Context: an optimization exercise on an open-source flow, tuned for small area, a short achievable clock period and few clock cycles. The choices shown serve that exercise and are no tape-out recipe.
Only simulation tests tie the RTL to the original design; equivalence was not proved.
Power figures rest on the tool's default switching activity, not on a simulated workload.

--- flow/config.mk ---
export PLATFORM = sky130hd
export DESIGN_NAME = LASER
export DESIGN_NICKNAME = LASER
export VERILOG_FILES = /design/flow/design.v
export SDC_FILE = /design/flow/constraint.sdc
export NUM_CORES = 4
export LEC_CHECK = 0
export CAP_MARGIN = 20
export CORE_MARGIN = 2
export CORE_UTILIZATION = 40
export SLEW_MARGIN = 20
--- flow/constraint.sdc ---
create_clock -name core_clock -period 13.0 [get_ports {CLK}]
set_input_delay 2.6000 -clock core_clock [delete_from_list [all_inputs] [get_ports {CLK}]]
set_output_delay 2.6000 -clock core_clock [all_outputs]
set_load 0.01 [all_outputs]
--- flow/design.v ---
module LASER (
input CLK,
input RST,
input [3:0] X,
input [3:0] Y,
output reg [3:0] C1X,
output reg [3:0] C1Y,
output reg [3:0] C2X,
output reg [3:0] C2Y,
output reg DONE
);
localparam NC = 12;
integer i;
genvar gj, gk;
reg         ld;          
reg  [5:0]  lcnt;
reg         run;         
reg         mcyc;        
reg         redo;        
reg  [2:0]  pass;        
reg  [3:0]  row;
reg  [3:0]  mgx;
reg  [3:0]  gx, gy;
reg  [159:0] RX, RY;
reg  [39:0]  MK;
reg  [119:0] CL;         
wire [39:0]  cov;
wire [39:0]  mk_n = mcyc ? {cov[38:0], cov[39]} : {MK[38:0], MK[39] & ~ld};
wire [3:0]   hx = ld ? X : RX[159:156];
wire [3:0]   hy = ld ? Y : RY[159:156];
wire [159:0] ry_n = {RY[155:0], hy};
always @ (posedge CLK) begin
    RX <= {RX[155:0], hx};
    RY <= ry_n;
    MK <= mk_n;
end
wire        s0mask = (run & (row == 4'd2)) | redo;
wire [3:0]  s0row  = s0mask ? gy : (run ? row - 4'd1 : 4'd13);
wire [119:0] cl_n;
generate
for (gj = 0; gj < 40; gj = gj + 1) begin : s0
    wire [2:0] c;
    laser_cls u (.py(ry_n[4*gj +: 4]), .row(s0row), .cl(c));
    assign cl_n[3*gj +: 3] = {c[2] & ~(mk_n[gj] & ~s0mask), c[1:0]};
end
endgenerate
always @ (posedge CLK)
    CL <= cl_n;
wire [NC-1:0] colsel = 12'd1 << (mgx - 4'd2);
wire [NC*40-1:0] hit;     
generate
for (gj = 0; gj < 40; gj = gj + 1) begin : s1
    wire [NC-1:0] ind;
    laser_ind u (.px(RX[4*gj +: 4]), .cl(CL[3*gj +: 3]), .ind(ind));
    for (gk = 0; gk < NC; gk = gk + 1) begin : h
        assign hit[gk*40+gj] = ind[gk];
    end
    assign cov[gj] = |(ind & colsel);
end
endgenerate
wire [5:0] cnt [0:NC-1];
generate
for (gj = 0; gj < NC; gj = gj + 1) begin : pc
    laser_pc40 u (.in(hit[gj*40+39:gj*40]), .cnt(cnt[gj]));
end
endgenerate
reg  [5:0]  CNT [0:NC-1];
reg  [3:0]  r1row;
reg         r1v, r1first, r1last, r1eq;
always @ (posedge CLK)
    for (i = 0; i < NC; i = i + 1)
        CNT[i] <= cnt[i];
wire [3:0] oldx = pass[0] ? C2X : C1X;
wire [3:0] oldy = pass[0] ? C2Y : C1Y;
always @ (posedge CLK) begin
    r1row <= row;
    r1eq  <= (row == oldy);
end
always @ (posedge CLK or posedge RST)
    if (RST) begin
        r1v <= 1'b0;
        r1first <= 1'b0;
        r1last <= 1'b0;
    end else begin
        r1v <= run;
        r1first <= run & (row == 4'd13);
        r1last <= run & (row == 4'd2);
    end
function ge6;        
    input [5:0] a, b;
    reg lt;
    integer k;
    begin
        lt = 1'b0;
        for (k = 0; k < 6; k = k + 1)
            lt = (~a[k] & b[k]) | (~(a[k] & ~b[k]) & lt);
        ge6 = ~lt;
    end
endfunction
wire [5:0] wc [0:5];
wire [3:0] wx [0:5];
generate
for (gj = 0; gj < 6; gj = gj + 1) begin : t1
    wire hi = ge6(CNT[2*gj+1], CNT[2*gj]);
    assign wc[gj] = hi ? CNT[2*gj+1] : CNT[2*gj];
    assign wx[gj] = hi ? (2*gj+3) : (2*gj+2);
end
endgenerate
reg  [5:0]  gmax;
reg         geq, u_prev;
reg  [5:0]  win;
reg  [5:0]  bestc;
reg  [3:0]  bestx;
reg         beat;
integer a, b;
always @ (*) begin
    for (a = 0; a < 6; a = a + 1) begin
        win[a] = 1'b1;
        for (b = 0; b < 6; b = b + 1)
            if (b < a) win[a] = win[a] & ge6(wc[a], wc[b]);
            else if (b > a) win[a] = win[a] & ~ge6(wc[b], wc[a]);
    end
    bestc = 6'd0;
    bestx = 4'd0;
    beat  = 1'b0;
    for (a = 0; a < 6; a = a + 1) begin
        bestc = bestc | ({6{win[a]}} & wc[a]);
        bestx = bestx | ({4{win[a]}} & wx[a]);
        beat  = beat  | (win[a] & ~ge6(gmax, wc[a]));
    end
end
wire        upd   = r1v & (r1first | beat);
wire [3:0]  gx_n  = upd ? bestx : gx;
wire [3:0]  gy_n  = upd ? r1row : gy;
wire        geq_n = upd ? (r1eq & (bestx == oldx)) : geq;
always @ (posedge CLK) begin
    if (upd) gmax <= bestc;
    gx  <= gx_n;
    gy  <= gy_n;
    geq <= geq_n;
    u_prev <= upd;
end
wire pend = mcyc & r1last;      
wire fin  = pend & ((pass == 3'd5) | (pass[2] | pass[1]) & geq_n);
wire miss = u_prev | upd;       
always @ (posedge CLK) begin
    if (pend & ~pass[0]) begin
        C1X <= gx_n;
        C1Y <= gy_n;
    end
    if (pend & pass[0]) begin
        C2X <= gx_n;
        C2Y <= gy_n;
    end
end
always @ (posedge CLK or posedge RST)
    if (RST) begin
        ld   <= 1'b1;
        lcnt <= 6'd0;
        run  <= 1'b0;
        mcyc <= 1'b0;
        redo <= 1'b0;
        pass <= 3'd0;
        row  <= 4'd0;
        mgx  <= 4'd2;
        DONE <= 1'b0;
    end else begin
        DONE <= fin;
        if (DONE) begin
            ld   <= 1'b1;
            lcnt <= 6'd0;
        end else if (ld) begin
            lcnt <= lcnt + 6'd1;
            if (lcnt == 6'd39) begin
                ld   <= 1'b0;
                run  <= 1'b1;
                row  <= 4'd13;
                pass <= 3'd0;
            end
        end else if (run) begin
            if (row == 4'd2) begin
                run  <= 1'b0;
                mcyc <= 1'b1;
                row  <= gy;
                mgx  <= gx;
            end else
                row <= row - 4'd1;
        end else if (redo) begin
            redo <= 1'b0;
            mcyc <= 1'b1;
            row  <= gy;
            mgx  <= gx;
        end else if (mcyc) begin
            mcyc <= 1'b0;
            if (pend)
                pass <= pass + 3'd1;
            if (pend & fin) begin
            end else if (pend & miss)
                redo <= 1'b1;
            else begin
                run <= 1'b1;
                row <= 4'd13;
            end
        end
    end
endmodule
module laser_fa (input a, input b, input c, output s, output co);
    assign s  = a ^ b ^ c;
    assign co = (a & b) | (c & (a ^ b));
endmodule
module laser_ha (input a, input b, output s, output co);
    assign s  = a ^ b;
    assign co = a & b;
endmodule
module laser_cls(py, row, cl);
input [3:0] py;
wire [3:0] py;
input [3:0] row;
wire [3:0] row;
output [2:0] cl;
wire [2:0] cl;
wire _00_;
wire _01_;
wire _02_;
wire _03_;
wire _04_;
wire _05_;
wire _06_;
wire _07_;
wire _08_;
wire _09_;
wire _10_;
wire _11_;
wire _12_;
wire _13_;
wire _14_;
wire _15_;
wire _16_;
wire _17_;
wire _18_;
wire _19_;
wire _20_;
wire _21_;
wire _22_;
wire _23_;
wire _24_;
wire _25_;
wire _26_;
wire _27_;
wire _28_;
wire _29_;
  assign _00_ = (~(py[2]));
  assign _01_ = (~(row[2])&~(_00_));
  assign _02_ = (~(_00_)) | (~(row[2]));
  assign _03_ = (~(_02_));
  assign _04_ = (~(py[3]));
  assign _05_ = (~(row[3])&~(_04_));
  assign _06_ = (~(_05_));
  assign _07_ = (~(_04_)) | (~(row[3]));
  assign _08_ = (~(py[0]));
  assign _09_ = (~(_01_)&~(_03_));
  assign _10_ = (~(row[1]));
  assign _11_ = (~(py[1])&~(_10_));
  assign _12_ = (~(_10_)) | (~(py[1]));
  assign _13_ = (~(_08_)&~(_11_)&~(_09_)) | (~(_12_)&~(_11_)&~(_09_));
  assign _14_ = (~(_02_)&~(_05_)) | (~(_07_)&~(_05_));
  assign _15_ = (~(row[0])&~(_08_));
  assign _16_ = (~(_08_)) | (~(row[0]));
  assign _17_ = (~(_16_));
  assign _18_ = (~(_15_)&~(_17_));
  assign _19_ = (~(py[1])&~(_10_)&~(_15_));
  assign _20_ = (~(py[1])&~(_19_)) | (~(_10_)&~(_19_)) | (~(_16_)&~(_19_));
  assign _21_ = (~(_18_)&~(_13_)) | (~(_18_)&~(_14_)) | (~(_20_)&~(_13_)) | (~(_20_)&~(_14_));
  assign _22_ = (~(_13_)&~(_14_)) | (~(_21_));
  assign _23_ = (~(_03_)&~(_06_)) | (~(_01_)&~(_07_)) | (~(_22_));
  assign _24_ = (~(_01_)&~(_03_)&~(_18_));
  assign _25_ = (~(_20_)) | (~(_09_));
  assign _26_ = (~(_20_)&~(_24_)) | (~(_25_));
  assign _27_ = (~(_26_));
  assign cl[1] = (~(_27_)&~(_23_));
  assign _28_ = (~(_20_)) | (~(_18_));
  assign _29_ = (~(_09_)&~(_28_));
  assign cl[0] = (~(_28_)&~(_29_)&~(_23_)) | (~(_26_)&~(_29_)&~(_23_));
  assign cl[2] = (~(_23_));
endmodule
module laser_ind(px, cl, ind);
input [3:0] px;
wire [3:0] px;
input [2:0] cl;
wire [2:0] cl;
output [11:0] ind;
wire [11:0] ind;
wire _000_;
wire _001_;
wire _002_;
wire _003_;
wire _004_;
wire _005_;
wire _006_;
wire _007_;
wire _008_;
wire _009_;
wire _010_;
wire _011_;
wire _012_;
wire _013_;
wire _014_;
wire _015_;
wire _016_;
wire _017_;
wire _018_;
wire _019_;
wire _020_;
wire _021_;
wire _022_;
wire _023_;
wire _024_;
wire _025_;
wire _026_;
wire _027_;
wire _028_;
wire _029_;
wire _030_;
wire _031_;
wire _032_;
wire _033_;
wire _034_;
wire _035_;
wire _036_;
wire _037_;
wire _038_;
wire _039_;
wire _040_;
wire _041_;
wire _042_;
wire _043_;
wire _044_;
wire _045_;
wire _046_;
wire _047_;
wire _048_;
wire _049_;
wire _050_;
wire [31:0] dx;
wire [31:0] j;
  assign _000_ = (~(px[3]));
  assign _001_ = (~(px[2]));
  assign _002_ = (~(cl[0]));
  assign _003_ = (~(cl[1]));
  assign _004_ = (~(px[0]));
  assign _005_ = (~(_002_)&~(_003_)) | (~(_004_)&~(_003_));
  assign _006_ = (~(px[1])&~(_005_));
  assign _007_ = (~(_006_)) | (~(_001_));
  assign _008_ = (~(px[1]));
  assign _009_ = (~(_008_)&~(_004_));
  assign _010_ = (~(_009_)) | (~(px[2]));
  assign _011_ = (~(cl[2]));
  assign _012_ = (~(px[1])&~(px[0]));
  assign _013_ = (~(_012_));
  assign _014_ = (~(cl[0])&~(cl[1]));
  assign _015_ = (~(_013_)&~(_011_)) | (~(_014_)&~(_011_));
  assign _016_ = (~(cl[1])&~(_010_)) | (~(_015_)) | (~(_007_));
  assign ind[10] = (~(_000_)&~(_016_));
  assign _017_ = (~(cl[1])&~(_013_));
  assign _018_ = (~(_017_));
  assign _019_ = (~(_009_));
  assign _020_ = (~(_019_)&~(_011_)) | (~(_014_)&~(_011_));
  assign _021_ = (~(_020_));
  assign _022_ = (~(_002_)&~(_003_)) | (~(px[0])&~(_003_));
  assign _023_ = (~(_008_)&~(_022_));
  assign _024_ = (~(_023_)&~(_021_)) | (~(px[2])&~(_021_));
  assign _025_ = (~(px[2])&~(_018_)) | (~(_024_));
  assign ind[9] = (~(_000_)&~(_025_)) | (~(_010_)&~(_025_));
  assign _026_ = (~(_005_));
  assign _027_ = (~(px[3])&~(_001_));
  assign _028_ = (~(_009_)&~(px[2])&~(_000_)) | (~(_009_)&~(_013_)&~(_000_)) | (~(_003_)&~(px[2])&~(_000_)) | (~(_003_)&~(_013_)&~(_000_));
  assign _029_ = (~(_027_)&~(_028_)) | (~(_015_));
  assign _030_ = (~(px[0])&~(_008_)) | (~(_014_));
  assign _031_ = (~(_002_)&~(px[0])&~(_023_));
  assign _032_ = (~(cl[1])&~(_031_)) | (~(_008_)&~(_031_));
  assign _033_ = (~(_001_)&(_032_)) | (~(_030_)&(_032_));
  assign _034_ = (~(_000_)&~(_011_));
  assign _035_ = (~(_034_));
  assign ind[8] = (~(_008_)&~(_026_)&~(_029_)) | (~(_035_)&~(_033_));
  assign _036_ = (~(_002_)&~(_004_)&~(_006_));
  assign _037_ = (~(cl[1])&~(_036_)) | (~(px[1])&~(_036_));
  assign _038_ = (~(_022_)) | (~(_008_));
  assign _039_ = (~(_038_)) | (~(px[2]));
  assign _040_ = (~(px[1])&~(_004_)) | (~(_014_));
  assign _041_ = (~(_039_)) | (~(_034_)) | (~(_040_));
  assign ind[7] = (~(_029_)&~(_037_)) | (~(_041_));
  assign ind[6] = (~(px[2])&~(_029_)) | (~(_006_)&~(_029_));
  assign _042_ = (~(_018_)) | (~(_027_));
  assign _043_ = (~(_008_)&~(_022_)) | (~(px[3])&~(_009_)) | (~(_001_));
  assign ind[5] = (~(_043_)&~(_021_)) | (~(_042_)&~(_021_));
  assign _044_ = (~(_034_)) | (~(_001_));
  assign _045_ = (~(_008_)&~(_026_)) | (~(_001_));
  assign _046_ = (~(px[3])&~(_011_));
  assign _047_ = (~(_045_)) | (~(_030_)) | (~(_046_));
  assign ind[4] = (~(_044_)&~(_032_)) | (~(_047_));
  assign _048_ = (~(_046_));
  assign _049_ = (~(px[2])&(_037_)) | (~(_040_)&(_037_));
  assign ind[3] = (~(_048_)&~(_049_)) | (~(_038_)&~(_044_));
  assign _050_ = (~(_012_)&~(_000_)) | (~(_001_)&~(_000_));
  assign ind[2] = (~(_050_)&~(_016_));
  assign ind[11] = (~(_035_)&~(_049_));
  assign ind[1] = (~(px[3])&~(_025_));
  assign ind[0] = (~(_048_)&~(_033_));
assign { dx[30:24], dx[22:16], dx[14:12], dx[10:8], dx[6] } = { dx[23], dx[23], dx[15], dx[23], dx[15], dx[15], dx[11], dx[15], dx[15], dx[11], dx[15], dx[11], dx[11], dx[7], dx[11], dx[11], dx[7], dx[7], dx[7], dx[5], dx[5] };
assign j = 32'd12;
endmodule
module laser_pc40 (input [39:0] in, output [5:0] cnt);
  wire s0, c0; laser_fa u0 (.a(in[0]), .b(in[1]), .c(in[2]), .s(s0), .co(c0));
  wire s1, c1; laser_fa u1 (.a(in[3]), .b(in[4]), .c(in[5]), .s(s1), .co(c1));
  wire s2, c2; laser_fa u2 (.a(in[6]), .b(in[7]), .c(in[8]), .s(s2), .co(c2));
  wire s3, c3; laser_fa u3 (.a(in[9]), .b(in[10]), .c(in[11]), .s(s3), .co(c3));
  wire s4, c4; laser_fa u4 (.a(in[12]), .b(in[13]), .c(in[14]), .s(s4), .co(c4));
  wire s5, c5; laser_fa u5 (.a(in[15]), .b(in[16]), .c(in[17]), .s(s5), .co(c5));
  wire s6, c6; laser_fa u6 (.a(in[18]), .b(in[19]), .c(in[20]), .s(s6), .co(c6));
  wire s7, c7; laser_fa u7 (.a(in[21]), .b(in[22]), .c(in[23]), .s(s7), .co(c7));
  wire s8, c8; laser_fa u8 (.a(in[24]), .b(in[25]), .c(in[26]), .s(s8), .co(c8));
  wire s9, c9; laser_fa u9 (.a(in[27]), .b(in[28]), .c(in[29]), .s(s9), .co(c9));
  wire s10, c10; laser_fa u10 (.a(in[30]), .b(in[31]), .c(in[32]), .s(s10), .co(c10));
  wire s11, c11; laser_fa u11 (.a(in[33]), .b(in[34]), .c(in[35]), .s(s11), .co(c11));
  wire s12, c12; laser_fa u12 (.a(in[36]), .b(in[37]), .c(in[38]), .s(s12), .co(c12));
  wire s13, c13; laser_fa u13 (.a(s0), .b(s1), .c(s2), .s(s13), .co(c13));
  wire s14, c14; laser_fa u14 (.a(s3), .b(s4), .c(s5), .s(s14), .co(c14));
  wire s15, c15; laser_fa u15 (.a(s6), .b(s7), .c(s8), .s(s15), .co(c15));
  wire s16, c16; laser_fa u16 (.a(s9), .b(s10), .c(s11), .s(s16), .co(c16));
  wire s17, c17; laser_fa u17 (.a(c0), .b(c1), .c(c2), .s(s17), .co(c17));
  wire s18, c18; laser_fa u18 (.a(c3), .b(c4), .c(c5), .s(s18), .co(c18));
  wire s19, c19; laser_fa u19 (.a(c6), .b(c7), .c(c8), .s(s19), .co(c19));
  wire s20, c20; laser_fa u20 (.a(c9), .b(c10), .c(c11), .s(s20), .co(c20));
  wire s21, c21; laser_fa u21 (.a(s13), .b(s14), .c(s15), .s(s21), .co(c21));
  wire s22, c22; laser_fa u22 (.a(s16), .b(s12), .c(in[39]), .s(s22), .co(c22));
  wire s23, c23; laser_fa u23 (.a(c13), .b(c14), .c(c15), .s(s23), .co(c23));
  wire s24, c24; laser_fa u24 (.a(c16), .b(s17), .c(s18), .s(s24), .co(c24));
  wire s25, c25; laser_fa u25 (.a(s19), .b(s20), .c(c12), .s(s25), .co(c25));
  wire s26, c26; laser_fa u26 (.a(c17), .b(c18), .c(c19), .s(s26), .co(c26));
  wire s27, c27; laser_fa u27 (.a(c21), .b(c22), .c(s23), .s(s27), .co(c27));
  wire s28, c28; laser_fa u28 (.a(c23), .b(c24), .c(c25), .s(s28), .co(c28));
  wire s29, c29; laser_fa u29 (.a(s27), .b(s24), .c(s25), .s(s29), .co(c29));
  wire s30, c30; laser_fa u30 (.a(c27), .b(s28), .c(s26), .s(s30), .co(c30));
  wire s31, c31; laser_fa u31 (.a(c29), .b(s30), .c(c20), .s(s31), .co(c31));
  wire s32, c32; laser_fa u32 (.a(c30), .b(c28), .c(c26), .s(s32), .co(c32));
  wire s33, c33; laser_ha u33 (.a(s21), .b(s22), .s(s33), .co(c33));
  wire s34, c34; laser_ha u34 (.a(s29), .b(c33), .s(s34), .co(c34));
  wire s35, c35; laser_ha u35 (.a(s31), .b(c34), .s(s35), .co(c35));
  wire s36, c36; laser_fa u36 (.a(c31), .b(s32), .c(c35), .s(s36), .co(c36));
  wire s37, c37; laser_ha u37 (.a(c32), .b(c36), .s(s37), .co(c37));
  assign cnt[0] = s33;
  assign cnt[1] = s34;
  assign cnt[2] = s35;
  assign cnt[3] = s36;
  assign cnt[4] = s37;
  assign cnt[5] = c37;
endmodule
--- flow/run.sh ---
#!/bin/bash
# synth_recipe.tcl (not shown) runs the flow's synth.tcl, then flattens the netlist and writes it again
# the make line also repeats each setting of config.mk as NAME=value (left out here)
make -C /OpenROAD-flow-scripts/flow DESIGN_CONFIG=/design/flow/config.mk WORK_HOME=/design/flow/orfs CLKGATE_MAP_FILE= SYNTH_SCRIPT=/design/flow/synth_recipe.tcl finish
==> flow_metrics.env, run 1 <==
export IMPL_status="finished clean"
export IMPL_min_delay_worst_endpoint="RY[122]"
export IMPL_place_detailed_hpwl_um=159000
export IMPL_cts_root_buf="clkbuf_16"
export IMPL_core_area_um2=139000
export IMPL_drt_pass1_iter_count=8
export IMPL_place_inst=8766
export IMPL_critPathArrivalTime_ps=6870
export IMPL_min_period_ps=6290
export IMPL_yosysTopAreaCell="dfxtp_1"
export IMPL_cts_buffer_depth=3
export IMPL_grt_pass1_wl_um=317000
export IMPL_cts_resized=0
export IMPL_leakagePower_nw=22.0
export IMPL_max_slew_margin_pct=16.7
export IMPL_antenna_cells=0
export IMPL_finalSetupViolations=0
export IMPL_syn_inst=7342
export IMPL_area_delta_synth_final_pct=6.65
export IMPL_worstSetupPathType="reg2reg"
export IMPL_synth_flop_cell="dfxtp_1"
export IMPL_critical_path_top_delay_family="adder cells"
export IMPL_rsz0062_at_grt="no"
export IMPL_grt_antenna_before_repair=10
export IMPL_htreeDepth=3
export IMPL_drc=0
export IMPL_grt_max_degree=119
export IMPL_hold_path_startpoint="RY[118]"
export IMPL_yosysTopAreaCellShare_pct=20.2
export IMPL_die_area_um2=143000
export IMPL_finalPower_mw=4.28
export IMPL_nNetsFinal=7602
export IMPL_path_clk_slew_ps=60
export IMPL_max_stage_delay_ps=650
export IMPL_vdd_drop_max_mv=0.0895
export IMPL_grt_pass1_vias=49300
export IMPL_wl_per_cell_um=24.0
export IMPL_clk_latency_ps=720
export IMPL_drt_iter0_markers=6919
export IMPL_hold_viol=0
export IMPL_crit_path_frequent_cell="fa_1"
export IMPL_timing_rr_start="CL[16]"
export IMPL_yosysWarnings=3
export IMPL_maxCapViolCount=0
export IMPL_skew_ps=40.4
export IMPL_num_rows=137
export IMPL_tightestPinTransition_ps=1250
export IMPL_grt_overflow_total=0
export IMPL_dr_total_vias=54700
export IMPL_fp_dieH_um=379
export IMPL_grt_use_total_pct=28.9
export IMPL_synth_seq_area_share_pct=22.5
export IMPL_syn_nets=7975
export IMPL_reg2regPathDepth=19
export IMPL_cp_start_kind="flop"
export IMPL_yosys_register_bits=614
export IMPL_fin_cells=8902
export IMPL_crit_chain="inv_1, a21oi_1, o211ai_1, o21ai_0, o311a_1, a21boi_0, fa_1, inv_1, fa_1, fa_1, fa_1, fa_1, fa_1, inv_1, ha_1, inv_1, fa_1, inv_1, ha_1"
export IMPL_r2r_end="CNT[6][4]"
export IMPL_crit_required_ps=13580
export IMPL_numCtsBuffers=77
export IMPL_fmax_ghz=0.159
export IMPL_die_w_um=379
export IMPL_hold_class="reg2reg"
export IMPL_maxSlewViolCount=0
export IMPL_cp_buffers_inverters=5
export IMPL_hold_path_depth=0
export IMPL_drtAntennaViolNets=0
export IMPL_power_density_nw_per_um2=71.5
export IMPL_ios=27
export IMPL_r2r_setup_slack_ps=6710
export IMPL_syn_area_um2=56100
export IMPL_tns_ps=0
export IMPL_hold_buffers=0
export IMPL_drive_gt1_share_pct=4.23
export IMPL_synth_area_leaders="dfxtp_1 20%, fa_1 15%, o21ai_0 6.3%"
export IMPL_initial_core_util_pct=40.3
export IMPL_async_flop_share_pct=4.07
export IMPL_yosysUniqueCellTypes=116
export IMPL_port_buffers=26
export IMPL_post_cts_buffers=0
export IMPL_via_per_inst=6.14
export IMPL_routed_wirelength_um=214000
export IMPL_cts_tree="yes"
export IMPL_synth_edf_count=22
export IMPL_critical_path_endpoint_type="flop"
export IMPL_fin_crit_sh_pct=48.4
export IMPL_cp_max_fo=17
export IMPL_crit_slowest_cell="dfxtp_1"
export IMPL_avgSynthCellArea_um2=7.64
export IMPL_clock_sinks=614
export IMPL_gp_congestion=1.05
-- worst max path at each step --
stage               startpoint         to  slack [ps]  depth (start not counted)
floorplan              RX[137]  CNT[4][4]        7670                         22
global placement        CL[61]  CNT[6][4]        6800                         19
detailed placement      CL[61]  CNT[6][4]        6840                         19
CTS                      CL[4]  CNT[6][4]        6820                         19
global route            CL[49]  CNT[6][4]        6510                         19
finish                  CL[16]  CNT[6][4]        6710                         19
-- stage by stage --
step | cell area [um2] | util [%] | setup WS (ps) | hold slack [ps]
2_1_floorplan | 56100 | - | 7670 | 329
3_3_place_gp | 57100 | 41.0 | 6800 | 361
3_5_place_dp | 57100 | 41.0 | 6840 | 364
4_1_cts | 59800 | 42.9 | 6820 | 372
5_1_grt | 59800 | 42.9 | 6510 | 379
6_report | 59800 | 42.9 | 6710 | 371
-- kinds of logic after synthesis --
group	after synthesis	share of synthesized area (%)
muxes	48	0.883
buffers and inverters	1099	7.57
AOI/OAI and AO/OA	2493	28.3
adders and majority gates	689	20.5
and+or+nand+nor	2303	18.7
DFF	614	22.5
xor gates and xnor gates	96	1.50
-- power by group --
part | switching [mW] | leakage, nW | internal (mW)
Combinational | 0.00405 | 15.6 | 0.00245
Clock | 0.936 | 1.35 | 1.44
Sequential | 0 | 5.10 | 1.89
Total | 0.940 | 22.0 | 3.34
-- cell usage after synthesis (85+ instances only) --
cell,count
nor2b_1,114
a211oi_1,85
clkbuf_1,470
nor2_1,735
nor3_1,142
a31oi_1,89
ha_1,215
nand3_1,109
a21oi_1,674
nand2_1,812
xnor2_1,89
fa_1,408
o22ai_1,126
inv_1,564
dfxtp_1,567
o21ai_0,708
a221oi_1,103
o211ai_1,99
-- registers in the layout, summed over array words and instances (netlist names), 3 cells and up --
| name | flops |
|---|---|
| C1Y | 4 |
| pass | 3 |
| gx | 4 |
| RY | 160 |
| C2Y | 4 |
| row | 4 |
| gy | 4 |
| mgx | 4 |
| CNT | 72 |
| RX | 160 |
| C1X | 4 |
| MK | 40 |
| lcnt | 6 |
| CL | 120 |
| gmax | 6 |
| C2X | 4 |
| r1row | 4 |
-- cells in the final DEF (no fill, tap or decap), types with 23 or more instances in the layout --
| master | n |
|---|---|
| a211o_1 | 45 |
| a211oi_1 | 85 |
| a21boi_0 | 54 |
| a21oi_1 | 674 |
| a221o_1 | 50 |
| a221oi_1 | 103 |
| a22oi_1 | 48 |
| a2bb2oi_1 | 29 |
| a31oi_1 | 89 |
| and2_1 | 83 |
| buf_4 | 36 |
| clkbuf_16 | 78 |
| clkdlybuf4s50_1 | 26 |
| dfxtp_1 | 567 |
| fa_1 | 408 |
| ha_1 | 215 |
| inv_1 | 561 |
| maj3_1 | 57 |
| mux2i_1 | 36 |
| nand2_1 | 812 |
| nand2b_1 | 49 |
| nand3_1 | 108 |
| nand3b_1 | 54 |
| nor2_1 | 733 |
| nor2b_1 | 114 |
| nor3_1 | 140 |
| nor3b_1 | 47 |
| o2111ai_1 | 24 |
| o211ai_1 | 99 |
| o21a_1 | 31 |
| o21ai_0 | 708 |
| o221ai_1 | 48 |
| o22ai_1 | 126 |
| o311a_1 | 50 |
| o31ai_1 | 45 |
| or2_2 | 52 |
| or3_1 | 23 |
| xnor2_1 | 88 |
-- metal layers --
layer | GRT usage, % | wire (um) | share of wire (%)
met2 | 43.1 | 91300 | 43
met1 | 39.5 | 90400 | 42
met5 | 0 | 13 | 0.0061
met4 | 12.4 | 10100 | 4.7
met3 | 7.16 | 21900 | 10
-- cell type report --
type | instances | area [um2]
inverter | 583 | 2190
clock buffer | 104 | 2180
fill | 14000 | 79500
multi-input combinational | 5629 | 39300
timing repair buffer | 64 | 571
tap | 1876 | 2350
sequential | 614 | 12600
clock inverter | 32 | 581
Testbench counts, summed over its fixed seeds: cycles 10,951.
==> run 2, diff against run 1 <==
--- a/flow/config.mk
+++ b/flow/config.mk
@@ -5,6 +5,7 @@
 export SDC_FILE = /design/flow/constraint.sdc
 export NUM_CORES = 4
 export LEC_CHECK = 0
+export ABC_AREA = 1
 export CAP_MARGIN = 20
 export CORE_MARGIN = 2
 export CORE_UTILIZATION = 40
==> flow_metrics.env, run 2 <==
export IMPL_status="finished clean"
export IMPL_area_delta_synth_final_pct=9.14
export IMPL_critical_path_endpoint_type="flop"
export IMPL_ios=27
export IMPL_min_period_ps=5950
export IMPL_grt_pass1_wl_um=275000
export IMPL_fin_crit_sh_pct=45.8
export IMPL_initial_core_util_pct=40.3
export IMPL_async_flop_share_pct=4.07
export IMPL_placed_area_um2=52500
export IMPL_max_slew_margin_pct=31.0
export IMPL_path_clk_slew_ps=60
export IMPL_drt_pass1_iter_count=8
export IMPL_cts_tree="yes"
export IMPL_clk_latency_ps=680
export IMPL_min_delay_worst_endpoint="RY[67]"
export IMPL_post_cts_buffers=0
export IMPL_synth_edf_count=22
export IMPL_cts_buffer_depth=3
export IMPL_power_density_nw_per_um2=74.2
export IMPL_hold_buffers=0
export IMPL_crit_required_ps=13550
export IMPL_die_area_um2=129000
export IMPL_finalPower_mw=4.09
export IMPL_fin_cells=8797
export IMPL_yosysUniqueCellTypes=72
export IMPL_grt_use_total_pct=27.8
export IMPL_grt_pass1_vias=45800
export IMPL_timing_rr_start="RX[36]"
export IMPL_finalSetupViolations=0
export IMPL_setup_ws_ps=7050
export IMPL_avgSynthCellArea_um2=7.10
export IMPL_synth_flop_cell="dfxtp_1"
export IMPL_port_buffers=26
export IMPL_die_w_um=359
export IMPL_gp_congestion=1.03
export IMPL_dr_total_vias=48000
export IMPL_htreeDepth=3
export IMPL_yosysWarnings=3
export IMPL_fp_dieH_um=359
export IMPL_fmax_ghz=0.168
export IMPL_via_per_inst=5.46
export IMPL_cp_start_kind="flop"
export IMPL_hold_path_startpoint="RY[63]"
export IMPL_top_usage_layer="met2"
export IMPL_tightestPinTransition_ps=1030
export IMPL_syn_area_um2=50500
export IMPL_numCtsBuffers=77
export IMPL_reg2regPathDepth=20
export IMPL_grt_use_met3_pct=4.90
export IMPL_synthMostInstantiatedCell="inv_1"
export IMPL_tns_ps=0
export IMPL_grt_overflow_total=0
export IMPL_holdWs_ps=362
export IMPL_critPathArrivalTime_ps=6500
export IMPL_yosysTopAreaCellShare_pct=22.5
export IMPL_synth_area_leaders="dfxtp_1 22%, fa_1 16%, inv_1 11%"
export IMPL_final_cell_mix="1,458 x inv_1, 1,386 x nand2_1, 663 x nor2_1"
export IMPL_drc=0
export IMPL_yosysTopAreaCell="dfxtp_1"
export IMPL_skew_ps=37.9
export IMPL_core_area_um2=125000
export IMPL_cts_root_buf="clkbuf_16"
export IMPL_routed_wirelength_um=183000
export IMPL_fin_area_um2=55100
export IMPL_r2r_setup_slack_ps=7050
export IMPL_maxSlewViolCount=0
export IMPL_drive_gt1_share_pct=4.66
export IMPL_dp_slack_ps=7150
export IMPL_reg_top3="RX: 160 flops, RY: 160 flops, CL: 120 flops"
export IMPL_drt_iter0_markers=4806
export IMPL_hold_class="reg2reg"
export IMPL_syn_nets=7742
export IMPL_place_detailed_hpwl_um=144000
export IMPL_hold_path_depth=0
export IMPL_syn_inst=7109
export IMPL_cp_max_fo=7
export IMPL_r2r_end="CNT[8][4]"
export IMPL_vdd_drop_max_mv=0.0838
export IMPL_place_inst=8651
export IMPL_nNetsFinal=7715
export IMPL_maxCapViolCount=0
export IMPL_use_met1_pct=36.5
export IMPL_final_common_cell="inv_1"
export IMPL_num_rows=130
export IMPL_rsz0062_at_grt="no"
export IMPL_yosys_register_bits=614
export IMPL_ys_top_cells_by_count="1,462 x inv_1, 1,386 x nand2_1, 668 x nor2_1"
export IMPL_worstSetupPathType="reg2reg"
export IMPL_clock_sinks=614
export IMPL_grt_max_degree=43
export IMPL_hold_viol=0
export IMPL_grt_use_met2_pct=44.7
export IMPL_drtAntennaViolNets=0
export IMPL_fin_util_pct=43.9
export IMPL_synth_seq_area_share_pct=25.0
export IMPL_leakagePower_nw=23.6
export IMPL_cts_resized=0
export IMPL_grt_antenna_before_repair=5
export IMPL_startpoint="RX[36]"
export IMPL_wl_per_cell_um=20.8
run 2: changes by cell type in the layout (fill, tap and decap cells not counted), moves of 82 or more:
| cell | before | now |
|---|---|---|
| xnor2_1 | 88 | 1 |
| nor2b_1 | 114 | 0 |
| nand3_1 | 108 | 277 |
| inv_1 | 561 | 1458 |
| and2_1 | 83 | 1 |
| a21oi_1 | 674 | 527 |
| o21ai_0 | 708 | 448 |
| nand2_1 | 812 | 1386 |
run 2: worst max path at each step:
stage,end,slack (ps),depth (start not counted)
4_1_cts,CNT[8][4],7110,24
3_3_place_gp,CNT[8][4],7080,24
3_5_place_dp,CNT[8][4],7150,20
5_1_grt,CNT[8][4],6740,24
6_report,CNT[8][4],7050,20
2_1_floorplan,CL[3],7230,17
run 2: layout make-up:
class | count | area [um2]
flip-flops and latches | 614 | 12600
multi-input cells | 4810 | 31600
fillers | 12800 | 70300
well taps | 1650 | 2060
inverters | 1519 | 5710
clock buffers | 106 | 2200
diodes | 4 | 10.0
repair buffers | 60 | 548
clock inverters | 34 | 353
run 2: per-layer routing:
metal | vias to the layer above | wire [um] | share of wire [%]
li1 | 22800 | - | -
met2 | 2164 | 81300 | 44
met4 | 0 | 9240 | 5.0
met3 | 519 | 15200 | 8.3
met5 | - | 0 | 0
met1 | 22600 | 77500 | 42
run 2: logic make-up (layout without fill, tap and decap cells):
| group | Yosys count | in the layout | synth area share, % |
|---|---|---|---|
| xor+xnor | 35 | 35 | 0.607 |
| mux | 2 | 2 | 0.0421 |
| buf+inv | 1685 | 1719 | 12.6 |
| compound gates | 1615 | 1615 | 19.6 |
| fa+ha+maj | 623 | 623 | 21.5 |
| other cells | 0 | 4 | 0 |
| flops | 614 | 614 | 25.0 |
| simple gates | 2535 | 2535 | 20.7 |
run 2: worst max-delay path, cell delays in order (launching register included):
cell	delay, ps
dfxtp_1	450
inv_1	120
o21ai_0	230
nand2_1	130
nand3_1	90
o21ai_0	110
or2_2	310
o2bb2ai_1	160
fa_1	570
inv_1	80
fa_1	550
fa_1	690
fa_1	480
fa_1	460
fa_1	480
inv_1	70
ha_1	150
inv_1	60
fa_1	350
inv_1	60
ha_1	220
run 2: power breakdown:
group | switching [mW] | total [mW] | leakage, nW | internal (mW)
combinational | 0.00220 | 0.00542 | 17.2 | 0.00320
sequential | 0 | 1.89 | 5.12 | 1.89
clock | 0.908 | 2.19 | 1.25 | 1.29
==> run 3, diff against run 2 <==
--- a/flow/design.v
+++ b/flow/design.v
@@ -10,16 +10,37 @@
 output reg DONE
 );
 localparam NC = 12;
+localparam PW = 11;    
+localparam [3:0] LASTROW = 4'd5;
 integer i;
 genvar gj, gk;
+function [3:0] nextrow;
+    input [3:0] r;
+    case (r)
+        4'd13: nextrow = 4'd12;
+        4'd12: nextrow = 4'd11;
+        4'd11: nextrow = 4'd2;
+        4'd2:  nextrow = 4'd3;
+        4'd3:  nextrow = 4'd4;
+        4'd4:  nextrow = 4'd9;
+        4'd9:  nextrow = 4'd8;
+        4'd8:  nextrow = 4'd7;
+        4'd7:  nextrow = 4'd10;
+        4'd10: nextrow = 4'd6;
+        4'd6:  nextrow = 4'd5;
+        default: nextrow = 4'd13;
+    endcase
+endfunction
 reg         ld;          
 reg  [5:0]  lcnt;
+reg         srun;        
+reg         smask;       
+reg  [3:0]  row0;
 reg         run;         
 reg         mcyc;        
-reg         redo;        
-reg  [2:0]  pass;        
 reg  [3:0]  row;
-reg  [3:0]  mgx;
+reg  [NC-1:0] colsel;
+reg  [2:0]  pass;        
 reg  [3:0]  gx, gy;
 reg  [159:0] RX, RY;
 reg  [39:0]  MK;
@@ -34,19 +55,16 @@
     RY <= ry_n;
     MK <= mk_n;
 end
-wire        s0mask = (run & (row == 4'd2)) | redo;
-wire [3:0]  s0row  = s0mask ? gy : (run ? row - 4'd1 : 4'd13);
 wire [119:0] cl_n;
 generate
 for (gj = 0; gj < 40; gj = gj + 1) begin : s0
     wire [2:0] c;
-    laser_cls u (.py(ry_n[4*gj +: 4]), .row(s0row), .cl(c));
-    assign cl_n[3*gj +: 3] = {c[2] & ~(mk_n[gj] & ~s0mask), c[1:0]};
+    laser_cls u (.py(ry_n[4*gj +: 4]), .row(row0), .cl(c));
+    assign cl_n[3*gj +: 3] = {c[2] & ~(mk_n[gj] & ~smask), c[1:0]};
 end
 endgenerate
 always @ (posedge CLK)
     CL <= cl_n;
-wire [NC-1:0] colsel = 12'd1 << (mgx - 4'd2);
 wire [NC*40-1:0] hit;     
 generate
 for (gj = 0; gj < 40; gj = gj + 1) begin : s1
@@ -58,23 +76,46 @@
     assign cov[gj] = |(ind & colsel);
 end
 endgenerate
-wire [5:0] cnt [0:NC-1];
+reg  [PW-1:0] P [0:NC-1];
+reg  [3:0]  p1row;
+reg         p1v, p1first, p1last;
+wire        squash;
 generate
-for (gj = 0; gj < NC; gj = gj + 1) begin : pc
-    laser_pc40 u (.in(hit[gj*40+39:gj*40]), .cnt(cnt[gj]));
+for (gj = 0; gj < NC; gj = gj + 1) begin : pa
+    wire [PW-1:0] part;
+    laser_pc40a u (.in(hit[gj*40+39:gj*40]), .out(part));
+    always @ (posedge CLK)
+        P[gj] <= part;
 end
 endgenerate
+always @ (posedge CLK)
+    p1row <= row;
+always @ (posedge CLK or posedge RST)
+    if (RST) begin
+        p1v <= 1'b0;
+        p1first <= 1'b0;
+        p1last <= 1'b0;
+    end else begin
+        p1v <= run & ~squash;
+        p1first <= run & (row == 4'd13);
+        p1last <= run & (row == LASTROW);
+    end
 reg  [5:0]  CNT [0:NC-1];
 reg  [3:0]  r1row;
 reg         r1v, r1first, r1last, r1eq;
-always @ (posedge CLK)
-    for (i = 0; i < NC; i = i + 1)
-        CNT[i] <= cnt[i];
+generate
+for (gj = 0; gj < NC; gj = gj + 1) begin : pb
+    wire [5:0] c;
+    laser_pc40b u (.in(P[gj]), .cnt(c));
+    always @ (posedge CLK)
+        CNT[gj] <= c;
+end
+endgenerate
 wire [3:0] oldx = pass[0] ? C2X : C1X;
 wire [3:0] oldy = pass[0] ? C2Y : C1Y;
 always @ (posedge CLK) begin
-    r1row <= row;
-    r1eq  <= (row == oldy);
+    r1row <= p1row;
+    r1eq  <= (p1row == oldy);
 end
 always @ (posedge CLK or posedge RST)
     if (RST) begin
@@ -82,43 +123,44 @@
         r1first <= 1'b0;
         r1last <= 1'b0;
     end else begin
-        r1v <= run;
-        r1first <= run & (row == 4'd13);
-        r1last <= run & (row == 4'd2);
+        r1v <= p1v;
+        r1first <= p1v & p1first;
+        r1last <= p1v & p1last;
     end
-function ge6;        
+function gt6;        
     input [5:0] a, b;
-    reg lt;
+    reg gt;
     integer k;
     begin
-        lt = 1'b0;
+        gt = 1'b0;
         for (k = 0; k < 6; k = k + 1)
-            lt = (~a[k] & b[k]) | (~(a[k] & ~b[k]) & lt);
-        ge6 = ~lt;
+            gt = (a[k] & ~b[k]) | (~(~a[k] & b[k]) & gt);
+        gt6 = gt;
     end
 endfunction
 wire [5:0] wc [0:5];
 wire [3:0] wx [0:5];
 generate
 for (gj = 0; gj < 6; gj = gj + 1) begin : t1
-    wire hi = ge6(CNT[2*gj+1], CNT[2*gj]);
-    assign wc[gj] = hi ? CNT[2*gj+1] : CNT[2*gj];
-    assign wx[gj] = hi ? (2*gj+3) : (2*gj+2);
+    wire lo = gt6(CNT[2*gj], CNT[2*gj+1]);
+    assign wc[gj] = lo ? CNT[2*gj] : CNT[2*gj+1];
+    assign wx[gj] = lo ? (2*gj+2) : (2*gj+3);
 end
 endgenerate
 reg  [5:0]  gmax;
-reg         geq, u_prev;
+reg         geq, usnap;
 reg  [5:0]  win;
 reg  [5:0]  bestc;
 reg  [3:0]  bestx;
 reg         beat;
+wire        rowgt = r1row > gy;
 integer a, b;
 always @ (*) begin
     for (a = 0; a < 6; a = a + 1) begin
         win[a] = 1'b1;
         for (b = 0; b < 6; b = b + 1)
-            if (b < a) win[a] = win[a] & ge6(wc[a], wc[b]);
-            else if (b > a) win[a] = win[a] & ~ge6(wc[b], wc[a]);
+            if (b < a) win[a] = win[a] & ~gt6(wc[b], wc[a]);
+            else if (b > a) win[a] = win[a] & gt6(wc[a], wc[b]);
     end
     bestc = 6'd0;
     bestx = 4'd0;
@@ -126,7 +168,7 @@
     for (a = 0; a < 6; a = a + 1) begin
         bestc = bestc | ({6{win[a]}} & wc[a]);
         bestx = bestx | ({4{win[a]}} & wx[a]);
-        beat  = beat  | (win[a] & ~ge6(gmax, wc[a]));
+        beat  = beat  | (win[a] & (gt6(wc[a], gmax) | rowgt & ~gt6(gmax, wc[a])));
     end
 end
 wire        upd   = r1v & (r1first | beat);
@@ -138,11 +180,12 @@
     gx  <= gx_n;
     gy  <= gy_n;
     geq <= geq_n;
-    u_prev <= upd;
 end
-wire pend = mcyc & r1last;      
-wire fin  = pend & ((pass == 3'd5) | (pass[2] | pass[1]) & geq_n);
-wire miss = u_prev | upd;       
+wire pend   = r1v & r1last;     
+wire fin    = pend & ((pass == 3'd5) | (pass[2] | pass[1]) & geq_n);
+wire miss   = pend & (usnap | upd);   
+wire snap   = srun & (row0 == LASTROW);
+assign squash = fin | miss;
 always @ (posedge CLK) begin
     if (pend & ~pass[0]) begin
         C1X <= gx_n;
@@ -152,20 +195,29 @@
         C2X <= gx_n;
         C2Y <= gy_n;
     end
+    if (snap | miss)
+        colsel <= 12'd1 << (gx_n - 4'd2);
+    usnap <= ~snap & (usnap | upd);
 end
 always @ (posedge CLK or posedge RST)
     if (RST) begin
-        ld   <= 1'b1;
-        lcnt <= 6'd0;
-        run  <= 1'b0;
-        mcyc <= 1'b0;
-        redo <= 1'b0;
-        pass <= 3'd0;
-        row  <= 4'd0;
-        mgx  <= 4'd2;
-        DONE <= 1'b0;
+        ld    <= 1'b1;
+        lcnt  <= 6'd0;
+        srun  <= 1'b0;
+        smask <= 1'b0;
+        row0  <= 4'd13;
+        run   <= 1'b0;
+        mcyc  <= 1'b0;
+        row   <= 4'd13;
+        pass  <= 3'd0;
+        DONE  <= 1'b0;
     end else begin
         DONE <= fin;
+        run  <= (ld & (lcnt == 6'd39)) | (srun & ~squash);
+        mcyc <= smask & ~squash;
+        row  <= row0;
+        if (pend)
+            pass <= pass + 3'd1;
         if (DONE) begin
             ld   <= 1'b1;
             lcnt <= 6'd0;
@@ -173,35 +225,24 @@
             lcnt <= lcnt + 6'd1;
             if (lcnt == 6'd39) begin
                 ld   <= 1'b0;
-                run  <= 1'b1;
-                row  <= 4'd13;
+                srun <= 1'b1;
+                row0 <= nextrow(4'd13);
                 pass <= 3'd0;
             end
-        end else if (run) begin
-            if (row == 4'd2) begin
-                run  <= 1'b0;
-                mcyc <= 1'b1;
-                row  <= gy;
-                mgx  <= gx;
-            end else
-                row <= row - 4'd1;
-        end else if (redo) begin
-            redo <= 1'b0;
-            mcyc <= 1'b1;
-            row  <= gy;
-            mgx  <= gx;
-        end else if (mcyc) begin
-            mcyc <= 1'b0;
-            if (pend)
-                pass <= pass + 3'd1;
-            if (pend & fin) begin
-            end else if (pend & miss)
-                redo <= 1'b1;
-            else begin
-                run <= 1'b1;
-                row <= 4'd13;
-            end
-        end
+        end else if (fin) begin
+            srun  <= 1'b0;
+            smask <= 1'b0;
+            row0  <= 4'd13;
+        end else if (miss | snap) begin
+            srun  <= 1'b0;
+            smask <= 1'b1;
+            row0  <= gy_n;
+        end else if (smask) begin
+            smask <= 1'b0;
+            srun  <= 1'b1;
+            row0  <= 4'd13;
+        end else if (srun)
+            row0 <= nextrow(row0);
     end
 endmodule
 module laser_fa (input a, input b, input c, output s, output co);
@@ -409,7 +450,7 @@
 assign { dx[30:24], dx[22:16], dx[14:12], dx[10:8], dx[6] } = { dx[23], dx[23], dx[15], dx[23], dx[15], dx[15], dx[11], dx[15], dx[15], dx[11], dx[15], dx[11], dx[11], dx[7], dx[11], dx[11], dx[7], dx[7], dx[7], dx[5], dx[5] };
 assign j = 32'd12;
 endmodule
-module laser_pc40 (input [39:0] in, output [5:0] cnt);
+module laser_pc40a (input [39:0] in, output [10:0] out);
   wire s0, c0; laser_fa u0 (.a(in[0]), .b(in[1]), .c(in[2]), .s(s0), .co(c0));
   wire s1, c1; laser_fa u1 (.a(in[3]), .b(in[4]), .c(in[5]), .s(s1), .co(c1));
   wire s2, c2; laser_fa u2 (.a(in[6]), .b(in[7]), .c(in[8]), .s(s2), .co(c2));
@@ -439,19 +480,32 @@
   wire s26, c26; laser_fa u26 (.a(c17), .b(c18), .c(c19), .s(s26), .co(c26));
   wire s27, c27; laser_fa u27 (.a(c21), .b(c22), .c(s23), .s(s27), .co(c27));
   wire s28, c28; laser_fa u28 (.a(c23), .b(c24), .c(c25), .s(s28), .co(c28));
-  wire s29, c29; laser_fa u29 (.a(s27), .b(s24), .c(s25), .s(s29), .co(c29));
-  wire s30, c30; laser_fa u30 (.a(c27), .b(s28), .c(s26), .s(s30), .co(c30));
-  wire s31, c31; laser_fa u31 (.a(c29), .b(s30), .c(c20), .s(s31), .co(c31));
-  wire s32, c32; laser_fa u32 (.a(c30), .b(c28), .c(c26), .s(s32), .co(c32));
-  wire s33, c33; laser_ha u33 (.a(s21), .b(s22), .s(s33), .co(c33));
-  wire s34, c34; laser_ha u34 (.a(s29), .b(c33), .s(s34), .co(c34));
-  wire s35, c35; laser_ha u35 (.a(s31), .b(c34), .s(s35), .co(c35));
-  wire s36, c36; laser_fa u36 (.a(c31), .b(s32), .c(c35), .s(s36), .co(c36));
-  wire s37, c37; laser_ha u37 (.a(c32), .b(c36), .s(s37), .co(c37));
-  assign cnt[0] = s33;
-  assign cnt[1] = s34;
-  assign cnt[2] = s35;
-  assign cnt[3] = s36;
-  assign cnt[4] = s37;
-  assign cnt[5] = c37;
+  assign out[0] = s21;    
+  assign out[1] = s22;    
+  assign out[2] = s27;    
+  assign out[3] = s24;    
+  assign out[4] = s25;    
+  assign out[5] = c27;    
+  assign out[6] = s28;    
+  assign out[7] = s26;    
+  assign out[8] = c20;    
+  assign out[9] = c28;    
+  assign out[10] = c26;    
+endmodule
+module laser_pc40b (input [10:0] in, output [5:0] cnt);
+  wire s0, c0; laser_fa u0 (.a(in[2]), .b(in[3]), .c(in[4]), .s(s0), .co(c0));
+  wire s1, c1; laser_fa u1 (.a(in[5]), .b(in[6]), .c(in[7]), .s(s1), .co(c1));
+  wire s2, c2; laser_fa u2 (.a(c0), .b(s1), .c(in[8]), .s(s2), .co(c2));
+  wire s3, c3; laser_fa u3 (.a(c1), .b(in[9]), .c(in[10]), .s(s3), .co(c3));
+  wire s4, c4; laser_ha u4 (.a(in[0]), .b(in[1]), .s(s4), .co(c4));
+  wire s5, c5; laser_ha u5 (.a(s0), .b(c4), .s(s5), .co(c5));
+  wire s6, c6; laser_ha u6 (.a(s2), .b(c5), .s(s6), .co(c6));
+  wire s7, c7; laser_fa u7 (.a(c2), .b(s3), .c(c6), .s(s7), .co(c7));
+  wire s8, c8; laser_ha u8 (.a(c3), .b(c7), .s(s8), .co(c8));
+  assign cnt[0] = s4;
+  assign cnt[1] = s5;
+  assign cnt[2] = s6;
+  assign cnt[3] = s7;
+  assign cnt[4] = s8;
+  assign cnt[5] = c8;
 endmodule
==> flow_metrics.env, run 3 <==
export IMPL_clock_sinks=766
export IMPL_fin_util_pct=44.3
export IMPL_ys_top_cells_by_count="1,576 x nand2_1, 1,558 x inv_1, 703 x dfxtp_1"
export IMPL_syn_area_um2=54600
export IMPL_max_slew_margin_pct=23.9
export IMPL_cts_root_buf="clkbuf_16"
export IMPL_holdWs_ps=365
export IMPL_reg_top3="RX: 160 flops, RY: 160 flops, P: 132 flops"
export IMPL_rsz0062_at_grt="no"
export IMPL_post_cts_buffers=0
export IMPL_yosysWarnings=5
export IMPL_avgSynthCellArea_um2=7.18
export IMPL_numCtsBuffers=91
export IMPL_max_stage_delay_ps=370
export IMPL_cts_buffer_depth=3
export IMPL_fin_cells=9459
export IMPL_finalPower_mw=5.22
export IMPL_place_inst=9288
export IMPL_via_per_inst=5.33
export IMPL_worstSetupPathType="reg2reg"
export IMPL_multiInputGateArea_um2=32000
export IMPL_synth_edf_count=34
export IMPL_place_detailed_hpwl_um=155000
export IMPL_critPathArrivalTime_ps=5110
export IMPL_htreeDepth=3
export IMPL_tightestPinTransition_ps=1140
export IMPL_maxSlewViolCount=0
export IMPL_skew_ps=40.3
export IMPL_dr_total_vias=50400
export IMPL_finalSetupViolations=0
export IMPL_hold_viol=0
export IMPL_power_density_nw_per_um2=86.9
export IMPL_drt_pass1_iter_count=6
export IMPL_ios=27
export IMPL_hold_buffers=0
export IMPL_core_area_um2=135000
export IMPL_synth_seq_area_share_pct=29.0
export IMPL_fp_dieH_um=373
export IMPL_reg2regPathDepth=34
export IMPL_critical_path_endpoint_type="flop"
export IMPL_final_seq_area_um2=15800
export IMPL_port_buffers=26
export IMPL_drc=0
export IMPL_synthMostInstantiatedCell="nand2_1"
export IMPL_die_w_um=373
export IMPL_yosysTopAreaCellShare_pct=25.8
export IMPL_initial_core_util_pct=40.3
export IMPL_critical_path_top_delay_family="simple AND/OR/NAND/NOR gates"
export IMPL_syn_nets=8246
export IMPL_crit_required_ps=13550
export IMPL_wl_per_cell_um=20.9
export IMPL_drtAntennaViolNets=0
export IMPL_cts_resized=0
export IMPL_yosysUniqueCellTypes=67
export IMPL_clk_latency_ps=730
export IMPL_area_delta_synth_final_pct=10.0
export IMPL_path_clk_slew_ps=70
export IMPL_nNetsFinal=8240
export IMPL_cp_start_kind="flop"
export IMPL_grt_max_degree=49
export IMPL_cp_max_fo=15
export IMPL_fmax_ghz=0.219
export IMPL_yosys_register_bits=766
export IMPL_cp_buffers_inverters=6
export IMPL_nFillCells=13800
export IMPL_async_flop_share_pct=3.79
export IMPL_leakagePower_nw=30.4
export IMPL_syn_inst=7606
export IMPL_drt_iter0_markers=5165
export IMPL_grt_pass1_wl_um=296000
export IMPL_cts_tree="yes"
export IMPL_hold_class="reg2reg"
export IMPL_num_rows=135
export IMPL_synth_flop_cell="dfxtp_1"
export IMPL_hold_path_depth=0
export IMPL_grt_overflow_total=0
export IMPL_crit_slowest_cell="dfxtp_1"
export IMPL_routed_wirelength_um=198000
export IMPL_grt_antenna_before_repair=0
export IMPL_grt_use_total_pct=27.8
export IMPL_final_common_cell="nand2_1"
export IMPL_final_cell_mix="1,576 x nand2_1, 1,554 x inv_1, 703 x dfxtp_1"
export IMPL_gp_congestion=1.01
export IMPL_grt_pass1_vias=48300
export IMPL_worst_path_stages=34
export IMPL_fin_crit_sh_pct=35.1
export IMPL_status="finished clean"
export IMPL_die_area_um2=139000
export IMPL_maxCapViolCount=0
export IMPL_min_period_ps=4560
export IMPL_vdd_drop_max_mv=0.0938
export IMPL_drive_gt1_share_pct=4.69
export IMPL_tns_ps=0
export IMPL_synth_area_leaders="dfxtp_1 26%, fa_1 15%, nand2_1 11%"
export IMPL_crit_path_frequent_cell="nand2_1"
export IMPL_yosysTopAreaCell="dfxtp_1"
-- run 3: cell types whose count changed in the layout (fill, tap and decap cells not counted), moves of 16 or more --
cell       change
dfxtp_1      +136
o211ai_1      -22
o21ai_0       +35
nor3_1        +24
nor2_1        +37
o31ai_1       +33
a31oi_1       +17
o21a_1        +16
o2bb2ai_1     -16
a211oi_1      -33
a21oi_1       +56
nand2_1      +190
inv_1         +96
nand3_1       +26
-- run 3: metal layers --
layer | global-route usage, % | share of wire (%) | vias up
met5 | 0 | 0 | -
met4 | 13.4 | 5.0 | 0
met3 | 5.33 | 8.3 | 444
met2 | 44.1 | 44 | 2143
met1 | 36.5 | 43 | 23700
li1 | - | - | 24200
-- run 3: final timing paths --
| kind | from | endpoint | slack (ps) |
|---|---|---|---|
| min in group asynchronous | RST | lcnt[4] | 2270 |
| worst max register to register | CNT[5][1] | colsel[6] | 8440 |
| worst min-delay path | RY[51] | RY[55] | 370 |
| worst max-delay path | CNT[5][1] | colsel[6] | 8440 |
| max in group asynchronous | RST | row[3] | 10400 |
| worst min register to register | RY[51] | RY[55] | 370 |
-- run 3: worst register-to-register path, delay by kind of cell, from the launching register on --
family,cells,cell delay (ps)
AOI/OAI and AO/OA,3,270
xor gates and xnor gates,1,170
adders and majority gates,1,310
buffers and inverters,6,520
DFF,1,370
and+or+nand+nor,23,2750
-- run 3: cell type report --
type,count,area share (%)
multi-input combinational,5050,53.3
clock inverter,44,1.16
clock buffer,125,4.39
sequential,766,26.4
timing repair buffer,64,0.908
tap,1781,3.71
inverter,1627,10.2
antenna,2,0.00833
-- run 3: stage by stage --
stage                     area [um2]  setup WS, ps
after detailed placement       56700          8300
final                          60100          8440
after CTS                      60100          8470
after floorplan                54600          8860
after global placement         56700          8240
after global routing           60100          7940
-- run 3: cell families (layout without fill, tap and decap cells) --
group           after synthesis  in the layout  synth area share [%]
compound gates             1600           1600                  17.3
xor+xnor                     26             26                 0.451
fa+ha+maj                   630            630                  20.0
buf+inv                    1790           1860                  12.4
flops                       766            766                  29.0
other cells                   0              2                     0
simple gates               2794           2794                  20.8
-- run 3: power by group --
group          total, mW  internal (mW)  switching (mW)  leakage [nW]
logic            0.00492        0.00257         0.00233          22.4
clock network       2.85           1.73            1.13          1.62
registers           2.36           2.36               0          6.32
total               5.22           4.09            1.13          30.4
Testbench counts of run 3, summed over its fixed seeds: cycles 11,210.

[port drivers added, routing unchanged]
In the flow no input, the clock included, has a driving cell. The finished layouts below were timed again as built, in two steps.
Step 1: set_driving_cell puts a clkbuf_16 on CLK and a buf_2 on each other input, an assumption about the parent block.
Step 2 times the ports against the registers' clock, not the clock port: input delays grow and output delays shrink by t, the midpoint of the rising clock arrivals with the driver on.
a / b / c = ideal / step 1 / step 2; a / b = the first two.
run | t (ns) | setup slack, ns | worst register clock-pin slew, ns
run 1 | 0.774 | 6.706 / 6.706 / 6.706 | 0.06 / 0.06
run 2 | 0.738 | 7.050 / 7.050 / 7.050 | 0.07 / 0.07
run 3 | 0.784 | 8.437 / 8.437 / 8.289 | 0.07 / 0.07
After both steps setup and hold are still met in every run listed. For run 3, which loses most, drivers alone change the setup slack by 0.000 ns; drivers and shift together by -0.148 ns.
